Background: an optimization exercise with open tools, aiming at small area and a short achievable clock period. Do not read the settings as production practice.
RTL that was checked went through simulation tests only; none was proved equivalent to the original.
Power figures rest on the tool's default switching activity, not on a simulated workload.

==> 05-28 <==
## radix3_fft
module radix3_fft(
    input clk,
    input rst,
    input in_valid,
    input [31:0] a_re,
    input [31:0] a_img,
    input [31:0] b_re,
    input [31:0] b_img,
    input [31:0] c_re,
    input [31:0] c_img,
    output out_valid,
    output [31:0] ao_re,
    output [31:0] ao_img,
    output [31:0] bo_re,
    output [31:0] bo_img,
    output [31:0] co_re,
    output [31:0] co_img
    );
localparam [4:0] R1 = 5'b01111;     
localparam [4:0] R2 = 5'b01111;     
localparam [3:0] RM = 4'b0111;      
localparam [4:0] R3 = 5'b01111;     
localparam NOUT = 0;                
function integer cnt;
    input [31:0] v;
    integer i;
    begin
        cnt = 0;
        for (i = 0; i < 32; i = i + 1) cnt = cnt + v[i];
    end
endfunction
localparam L1 = cnt(R1);
localparam L2 = cnt(R2);
localparam LM = cnt(RM);
localparam L3 = cnt(R3);
localparam LMID = (L2 > LM) ? L2 : LM;
localparam LAT = L1 + LMID + L3 + NOUT;
reg [LAT-1:0] v;
always @(posedge clk) begin
    if (rst)
        v <= {LAT{1'b0}};
    else
        v <= {v[LAT-2:0], in_valid};
end
assign out_valid = v[LAT-1];
wire [31:0] s_re, s_img, d_re, d_img, a1_re, a1_img;
  ...
==> flow/config.mk <==
export PLATFORM = sky130hd
export DESIGN_NAME = radix3_fft
export DESIGN_NICKNAME = radix3_fft
export VERILOG_FILES = /design/flow/design.v
export SDC_FILE = /design/flow/constraint.sdc
export NUM_CORES = 8
export LEC_CHECK = 0
export CAP_MARGIN = 20
export CORE_MARGIN = 2
export CORE_UTILIZATION = 40
export SETUP_SLACK_MARGIN = 2.0
export SLEW_MARGIN = 20
==> flow/constraint.sdc <==
create_clock -name core_clock -period 5.0 [get_ports {clk}]
set_input_delay 1.0000 -clock core_clock [delete_from_list [all_inputs] [get_ports {clk}]]
set_output_delay 1.0000 -clock core_clock [all_outputs]
set_load 0.01 [all_outputs]
run.sh (not shown) runs the stock make flow with config.mk's settings and CLKGATE_MAP_FILE= SYNTH_SCRIPT=/design/flow/synth_recipe.tcl, a recipe that flattens the netlist after the stock synthesis.
==> 03-14: changes against 05-28 <==
Settings changed: SETUP_SLACK_MARGIN 2.0 to 1.0.
==> 01-19: changes against 05-28 <==
Settings changed: SETUP_SLACK_MARGIN 2.0 to unset.
==> run notes <==
metric                                                                             05-28               01-19                       03-14
Antenna violations before repair                                                      52                  29                          24
Share of layout cells above drive strength 1                                       26.4%               9.95%                       11.7%
Number of buffers outside the clock class in the layout                             1282                 606                         639
Share of the final layout cell area in multi-input gates                           43.9%               42.6%                       43.0%
Number of clock buffer instances in the layout                                       379                 367                         373
Max transition margin                                                              28.2%               29.2%                       28.9%
Maximum VDD drop                                                                  372 µV              481 µV                      391 µV
Minimum hold slack                                                              0.288 ns            0.303 ns                    0.300 ns
Global routing met2 resource utilization                                           34.9%               34.2%                       34.2%
Net switching power figure                                                       48.4 mW             43.9 mW                     43.6 mW
Crit path launch                                                      P1I.C3.g_reg.r[56]  P1I.C3.g_reg.r[57]          P1I.C3.g_reg.r[56]
Share of final layout cell area taken by clock buffers and inverters               6.73%               7.45%                       7.35%
Status                                                          timing/DRC/antenna clean  timing/DRC/antenna clean  complete, but fails checks
Violated checks                                                                        -                   -          antenna violations
M1 wire length                                                                 160000 µm           153000 µm                   149000 µm
Seq/total area                                                                     35.5%               40.2%                       39.7%
Maximum number of pins on one net before global-route repair                          88                  96                          88
Crit path buf inv count                                                                0                   1                           2
Function was not checked in any run of this note: the RTL went through the layout flow alone.

==> 12-18 <==
Another version of the RTL of radix3_fft (not shown whole).
==> flow/config.mk <==
export PLATFORM = sky130hd
export DESIGN_NAME = radix3_fft
export DESIGN_NICKNAME = radix3_fft
export VERILOG_FILES = /design/flow/design.v
export SDC_FILE = /design/flow/constraint.sdc
export NUM_CORES = 8
export LEC_CHECK = 0
export CAP_MARGIN = 20
export CORE_MARGIN = 2
export CORE_UTILIZATION = 40
export CTS_CLUSTER_DIAMETER = 80
export CTS_CLUSTER_SIZE = 24
export PLACE_DENSITY = 0.7
export SETUP_SLACK_MARGIN = 2.3
export SLEW_MARGIN = 20
==> flow/constraint.sdc <==
create_clock -name core_clock -period 5.0 [get_ports {clk}]
set_input_delay 1.0000 -clock core_clock [delete_from_list [all_inputs] [get_ports {clk}]]
set_output_delay 1.0000 -clock core_clock [all_outputs]
set_load 0.01 [all_outputs]
==> inputs of 01-22, as changes to 12-18 <==
--- a/flow/design.v
+++ b/flow/design.v
@@ -19,12 +19,10 @@
     );
 parameter [5:0] R1 = 6'b011111;     
 parameter [5:0] R2 = 6'b011111;     
 parameter [4:0] RM = 5'b10111;      
 parameter [5:0] R3 = 6'b011111;     
-parameter H1 = 0;                   
-parameter H3 = 1;                   
 function integer cnt;
     input [31:0] x;
     integer i;
     begin
         cnt = 0;
@@ -44,24 +42,24 @@
     else
         v <= {v[LAT-2:0], in_valid};
 end
 assign out_valid = v[LAT-1];
 wire [31:0] s_re, s_img, d_re, d_img, a1_re, a1_img;
-r3_pair #(.R(R1), .HEAVY(H1)) P1R (.clk(clk), .x(b_re),  .y(c_re),  .zp(s_re),  .zm(d_re));
-r3_pair #(.R(R1), .HEAVY(H1)) P1I (.clk(clk), .x(b_img), .y(c_img), .zp(s_img), .zm(d_img));
+r3_pair #(.R(R1)) P1R (.clk(clk), .x(b_re),  .y(c_re),  .zp(s_re),  .zm(d_re));
+r3_pair #(.R(R1)) P1I (.clk(clk), .x(b_img), .y(c_img), .zp(s_img), .zm(d_img));
 r3_pipe #(.W(64), .N(L1)) DA (.clk(clk), .d({a_re, a_img}), .q({a1_re, a1_img}));
 wire [31:0] ao2_re, ao2_img, p_re, p_img, m_re, m_img;
 wire [31:0] ao3_re, ao3_img, p3_re, p3_img, m3_re, m3_img;
 r3_st2 #(.R(R2)) S2R (.clk(clk), .a(a1_re),  .s(s_re),  .ao(ao2_re),  .p(p_re));
 r3_st2 #(.R(R2)) S2I (.clk(clk), .a(a1_img), .s(s_img), .ao(ao2_img), .p(p_img));
 r3_mul #(.R(RM)) MR (.clk(clk), .d(d_re),  .m(m_re));
 r3_mul #(.R(RM)) MI (.clk(clk), .d(d_img), .m(m_img));
 r3_pipe #(.W(128), .N(LMID - L2)) DP (.clk(clk), .d({ao2_re, ao2_img, p_re, p_img}),
                                       .q({ao3_re, ao3_img, p3_re, p3_img}));
 r3_pipe #(.W(64), .N(LMID - LM)) DM (.clk(clk), .d({m_re, m_img}), .q({m3_re, m3_img}));
-r3_pair #(.R(R3), .HEAVY(H3)) P3R (.clk(clk), .x(p3_re),  .y(m3_img), .zp(co_re),  .zm(bo_re));
-r3_pair #(.R(R3), .HEAVY(H3)) P3I (.clk(clk), .x(p3_img), .y(m3_re),  .zp(bo_img), .zm(co_img));
+r3_pair #(.R(R3)) P3R (.clk(clk), .x(p3_re),  .y(m3_img), .zp(co_re),  .zm(bo_re));
+r3_pair #(.R(R3)) P3I (.clk(clk), .x(p3_img), .y(m3_re),  .zp(bo_img), .zm(co_img));
 r3_pipe #(.W(64), .N(L3)) DAO (.clk(clk), .d({ao3_re, ao3_img}), .q({ao_re, ao_img}));
 endmodule
 module r3_pipe #(parameter W = 32, parameter N = 1) (
     input clk,
     input [W-1:0] d,
@@ -134,13 +132,11 @@
     );
 assign zero = ~|z;
 wire z16 = ~|z[23:8];
 wire [23:0] n1 = z16 ? {z[7:0], 16'd0} : z;
 wire z8 = ~|n1[23:16];
-wire [23:0] n2 = z8 ? {n1[15:0], 8'd0} : n1;
-wire z4 = ~|n2[23:20];
-assign n = z4 ? {n2[19:0], 4'd0} : n2;
+assign n = z8 ? {n1[15:0], 8'd0} : n1;
 wire [4:0] lz;
 r3_lzc L (.z(z), .c(lz));
 assign c = zero ? 5'd0 : lz;
 endmodule
 module r3_norm2 (
@@ -148,11 +144,12 @@
     input [7:0] e,
     input [4:0] c,
     output [23:0] n,
     output [7:0] en
     );
-wire [23:0] n3 = z;
+wire z4 = ~|z[23:20];
+wire [23:0] n3 = z4 ? {z[19:0], 4'd0} : z;
 wire z2 = ~|n3[23:22];
 wire [23:0] n4 = z2 ? {n3[21:0], 2'd0} : n3;
 wire z1 = ~n4[23];
 assign n = z1 ? {n4[22:0], 1'b0} : n4;
 assign en = e - {3'd0, c};
@@ -189,11 +186,11 @@
 wire [31:0] rd = {sgnd_e, en, dn[22:0]};
 wire [31:0] zp_e = same_e ? rs_e : rd;
 wire [31:0] zm_e = same_e ? rd : rs_e;
 r3_cut #(.W(64), .EN(R[2])) C2 (.clk(clk), .d({zp_e, zm_e}), .q({zp, zm}));
 endmodule
-module r3_pair #(parameter [5:0] R = 0, parameter HEAVY = 0) (
+module r3_pair #(parameter [5:0] R = 0) (
     input clk,
     input [31:0] x,
     input [31:0] y,
     output [31:0] zp,
     output [31:0] zm
@@ -206,28 +203,18 @@
 wire [7:0] dyx = ye - xe;
 wire zxy = (|dxy[7:5]) | (dxy[4] & dxy[3]);
 wire zyx = (|dyx[7:5]) | (dyx[4] & dyx[3]);
 wire same_a = ~(xi[31] ^ yi[31]);
 wire sgn_a = xi[31];
-wire [22:0] xf_b, yf_b; wire [4:0] sh; wire [7:0] ea;
-wire xbig_b, shz, same_b, sgn_b;
-generate
-    if (HEAVY) begin : g_heavy
-        r3_cut #(.W(23+23+5+8+4), .EN(R[0])) C0 (.clk(clk),
-            .d({xi[22:0], yi[22:0], xbig ? dxy[4:0] : dyx[4:0], xbig ? xe : ye,
-                xbig, xbig ? zxy : zyx, same_a, sgn_a}),
-            .q({xf_b, yf_b, sh, ea, xbig_b, shz, same_b, sgn_b}));
-    end else begin : g_light
-        wire [7:0] xe_b, ye_b; wire [4:0] dxy_b, dyx_b; wire zxy_b, zyx_b;
-        r3_cut #(.W(23+23+8+8+5+5+5), .EN(R[0])) C0 (.clk(clk),
-            .d({xi[22:0], yi[22:0], xe, ye, dxy[4:0], dyx[4:0], xbig, zxy, zyx, same_a, sgn_a}),
-            .q({xf_b, yf_b, xe_b, ye_b, dxy_b, dyx_b, xbig_b, zxy_b, zyx_b, same_b, sgn_b}));
-        assign sh = xbig_b ? dxy_b : dyx_b;
-        assign shz = xbig_b ? zxy_b : zyx_b;
-        assign ea = xbig_b ? xe_b : ye_b;
-    end
-endgenerate
+wire [22:0] xf_b, yf_b; wire [7:0] xe_b, ye_b; wire [4:0] dxy_b, dyx_b;
+wire xbig_b, zxy_b, zyx_b, same_b, sgn_b;
+r3_cut #(.W(23+23+8+8+5+5+5), .EN(R[0])) C0 (.clk(clk),
+    .d({xi[22:0], yi[22:0], xe, ye, dxy[4:0], dyx[4:0], xbig, zxy, zyx, same_a, sgn_a}),
+    .q({xf_b, yf_b, xe_b, ye_b, dxy_b, dyx_b, xbig_b, zxy_b, zyx_b, same_b, sgn_b}));
+wire [4:0] sh = xbig_b ? dxy_b : dyx_b;
+wire shz = xbig_b ? zxy_b : zyx_b;
+wire [7:0] ea = xbig_b ? xe_b : ye_b;
 wire sgnd_b = sgn_b ^ ~xbig_b;
 wire [22:0] lf = xbig_b ? xf_b : yf_b;
 wire [22:0] sf = xbig_b ? yf_b : xf_b;
 wire [23:0] sm = shz ? 24'd0 : ({1'b1, sf} >> sh);
 wire [22:0] lf_c; wire [23:0] sm_c; wire same_c, sgn_c, sgnd_c; wire [7:0] e_c;
@@ -321,28 +308,29 @@
     .q({f_b, c1, u_b, e_b, sd_b, ez, byp1, byp2}));
 wire u23 = u_b[23];
 wire byp = byp1 | byp2;
 wire nrm = ~byp & ~ez;
 wire [23:0] m_b = {1'b1, f_b};
-wire [24:0] o1 = {1'b0, byp1 ? u_b : m_b};
-wire [24:0] o2 = nrm ? {2'd0, m_b[23:1]} : (byp1 & ~u23) ? {1'b0, u_b} : 25'd0;
+wire [23:0] s2 = u23 ? u_b : {u_b[22:0], 1'b0};
+wire [24:0] o1 = {1'b0, byp1 ? s2 : m_b};
+wire [24:0] o2 = nrm ? {2'd0, m_b[23:1]} : 25'd0;
 wire [24:0] o3 = nrm ? {3'd0, u_b[23:3], 1'b0} : ez ? {2'd0, u_b[23:1]} : 25'd0;
 wire cin = nrm & ~c1 & u_b[2];
 wire sh = nrm & c1;
 wire [7:0] e1 = byp2 ? e_b + 8'd250 :
                 byp1 ? (e_b[1] ? 8'd252 : 8'd254) + {7'd0, u23} :
                 ez   ? 8'd255 : e_b + {7'd0, c1};
+wire [7:0] e0 = e1 - 8'd1;
 wire sg = byp2 ? sd_b : ~sd_b;
 wire [24:0] cs_s = o1 ^ o2 ^ o3;
 wire [24:0] cs_c = (o1 & o2) | (o1 & o3) | (o2 & o3);
-wire [24:0] cs_s_c, cs_c_c; wire cin_c, sh_c, sg_c; wire [7:0] e1_c;
-r3_cut #(.W(25+25+3+8), .EN(R[1])) C1 (.clk(clk),
-    .d({cs_s, cs_c, cin, sh, sg, e1}), .q({cs_s_c, cs_c_c, cin_c, sh_c, sg_c, e1_c}));
+wire [24:0] cs_s_c, cs_c_c; wire cin_c, sh_c, sg_c; wire [7:0] e1_c, e0_c;
+r3_cut #(.W(25+25+3+8+8), .EN(R[1])) C1 (.clk(clk),
+    .d({cs_s, cs_c, cin, sh, sg, e1, e0}), .q({cs_s_c, cs_c_c, cin_c, sh_c, sg_c, e1_c, e0_c}));
 wire [25:0] w = {1'b0, cs_s_c} + {cs_c_c, cin_c};
-wire [25:0] w_d; wire sh_d, sg_d; wire [7:0] e1_d;
-r3_cut #(.W(26+2+8), .EN(R[4])) C4 (.clk(clk),
-    .d({w, sh_c, sg_c, e1_c}), .q({w_d, sh_d, sg_d, e1_d}));
-wire [7:0] e0_d = e1_d - 8'd1;
+wire [25:0] w_d; wire sh_d, sg_d; wire [7:0] e1_d, e0_d;
+r3_cut #(.W(26+2+8+8), .EN(R[4])) C4 (.clk(clk),
+    .d({w, sh_c, sg_c, e1_c, e0_c}), .q({w_d, sh_d, sg_d, e1_d, e0_d}));
 wire [24:0] h = sh_d ? w_d[25:1] : w_d[24:0];
 wire [31:0] m_e = {sg_d, h[24] ? e1_d : e0_d, h[24] ? h[23:1] : h[22:0]};
 r3_cut #(.W(32), .EN(R[2])) C2 (.clk(clk), .d(m_e), .q(m));
 endmodule
Settings changed: CTS_CLUSTER_DIAMETER 80 to unset, CTS_CLUSTER_SIZE 24 to unset, PLACE_DENSITY 0.7 to unset, SETUP_SLACK_MARGIN 2.3 to 2.5.
==> qor summary <==
| metric | 01-22 | 12-18 |
|---|---|---|
| Final design area excluding fillers | 0.152 mm² | 0.141 mm² |
| Mux cell area share after synthesis | 0.125 | 0.134 |
| Via count of the first global-routing pass | 83700 | 76000 |
| Cell internal power dissipation | 0.0724 W | 0.0625 W |
| Setup crit end | P1R.F.C0.g_reg.r[67]$_DFF_P_ | S2R.F.C0.g_reg.r[67]$_DFF_P_ |
| Worst setup path startpoint | P1R.C1.g_reg.r[35]$_DFF_P_ | S2R.C1.g_reg.r[66]$_DFF_P_ |
| Cell area reported after detailed placement | 0.133 mm² | 0.132 mm² |
| Met3 Use GR | 0.0264 | 0.0218 |
| Met3 layer wire length in the routed design | 13100 µm | 12700 µm |
| Post-detail-place hpwl | 227000 µm | 209000 µm |
| Final min period | 2.89 ns | 2.93 ns |
| Logic pwr share | 0.385 | 0.416 |
| Sequential Power | 0.0438 W | 0.0429 W |
| Distinct cell type count after synthesis | 88 | 113 |
| Top-area cell type share of the netlist area | 0.517 | 0.513 |
| Switching power | 0.0411 W | 0.0382 W |
| Number of H-tree branching levels | 5 | 4 |
| Clock buf count | 468 | 194 |
| Non-clock buffers, area share | 0.0438 | 0.0405 |
| Status | finished clean | finished clean |
| Slowest CP cell | sky130_fd_sc_hd__o41a_1 | sky130_fd_sc_hd__or4_4 |
| Row Count | 205 | 204 |
| Leakage component of the power | 64.6 nW | 59.3 nW |
| Post-CTS setup buffer count | 205 | 101 |
Only the layout flow was run in 12-18; the RTL was not checked for function there.

[static timing again, ports no longer ideal]
Ports are ideal in the flow. The routed layouts listed here were re-timed in OpenROAD. Step 1, drivers: a clkbuf_16 drives clk and a buf_2 each remaining input, both assumed. Step 2, shift: input delay + t, output delay - t, t = (earliest + latest rising clock arrival at the registers) / 2. This alone moves slack from input paths to output paths. Slacks: ideal / step 1 / step 2; pairs: ideal / step 1.
run | t (ns) | setup WS [ns] | hold WS [ns] | worst slew at a driven data input, ns
05-28 | 0.971 | 0.615 / 0.615 / 0.615 | 0.288 / 0.288 / 0.288 | 0.16
03-14 | 0.974 | 0.694 / 0.694 / 0.283 | 0.300 / 0.300 / 0.300 | 0.08
01-19 | 0.972 | 0.255 / 0.255 / -0.183 | 0.303 / 0.303 / 0.303 | 0.08
12-18 | 0.976 | 2.068 / 2.068 / 1.498 | 0.309 / 0.309 / 0.309 | 0.10
01-22 | 0.998 | 2.107 / 2.107 / 1.619 | 0.274 / 0.257 / 0.274 | 0.17
Met with ideal ports but missed after step 2: setup timing in 01-19. The setup slack of 12-18, which loses most, moves by 0.000 ns with the drivers and by -0.570 ns with both steps.
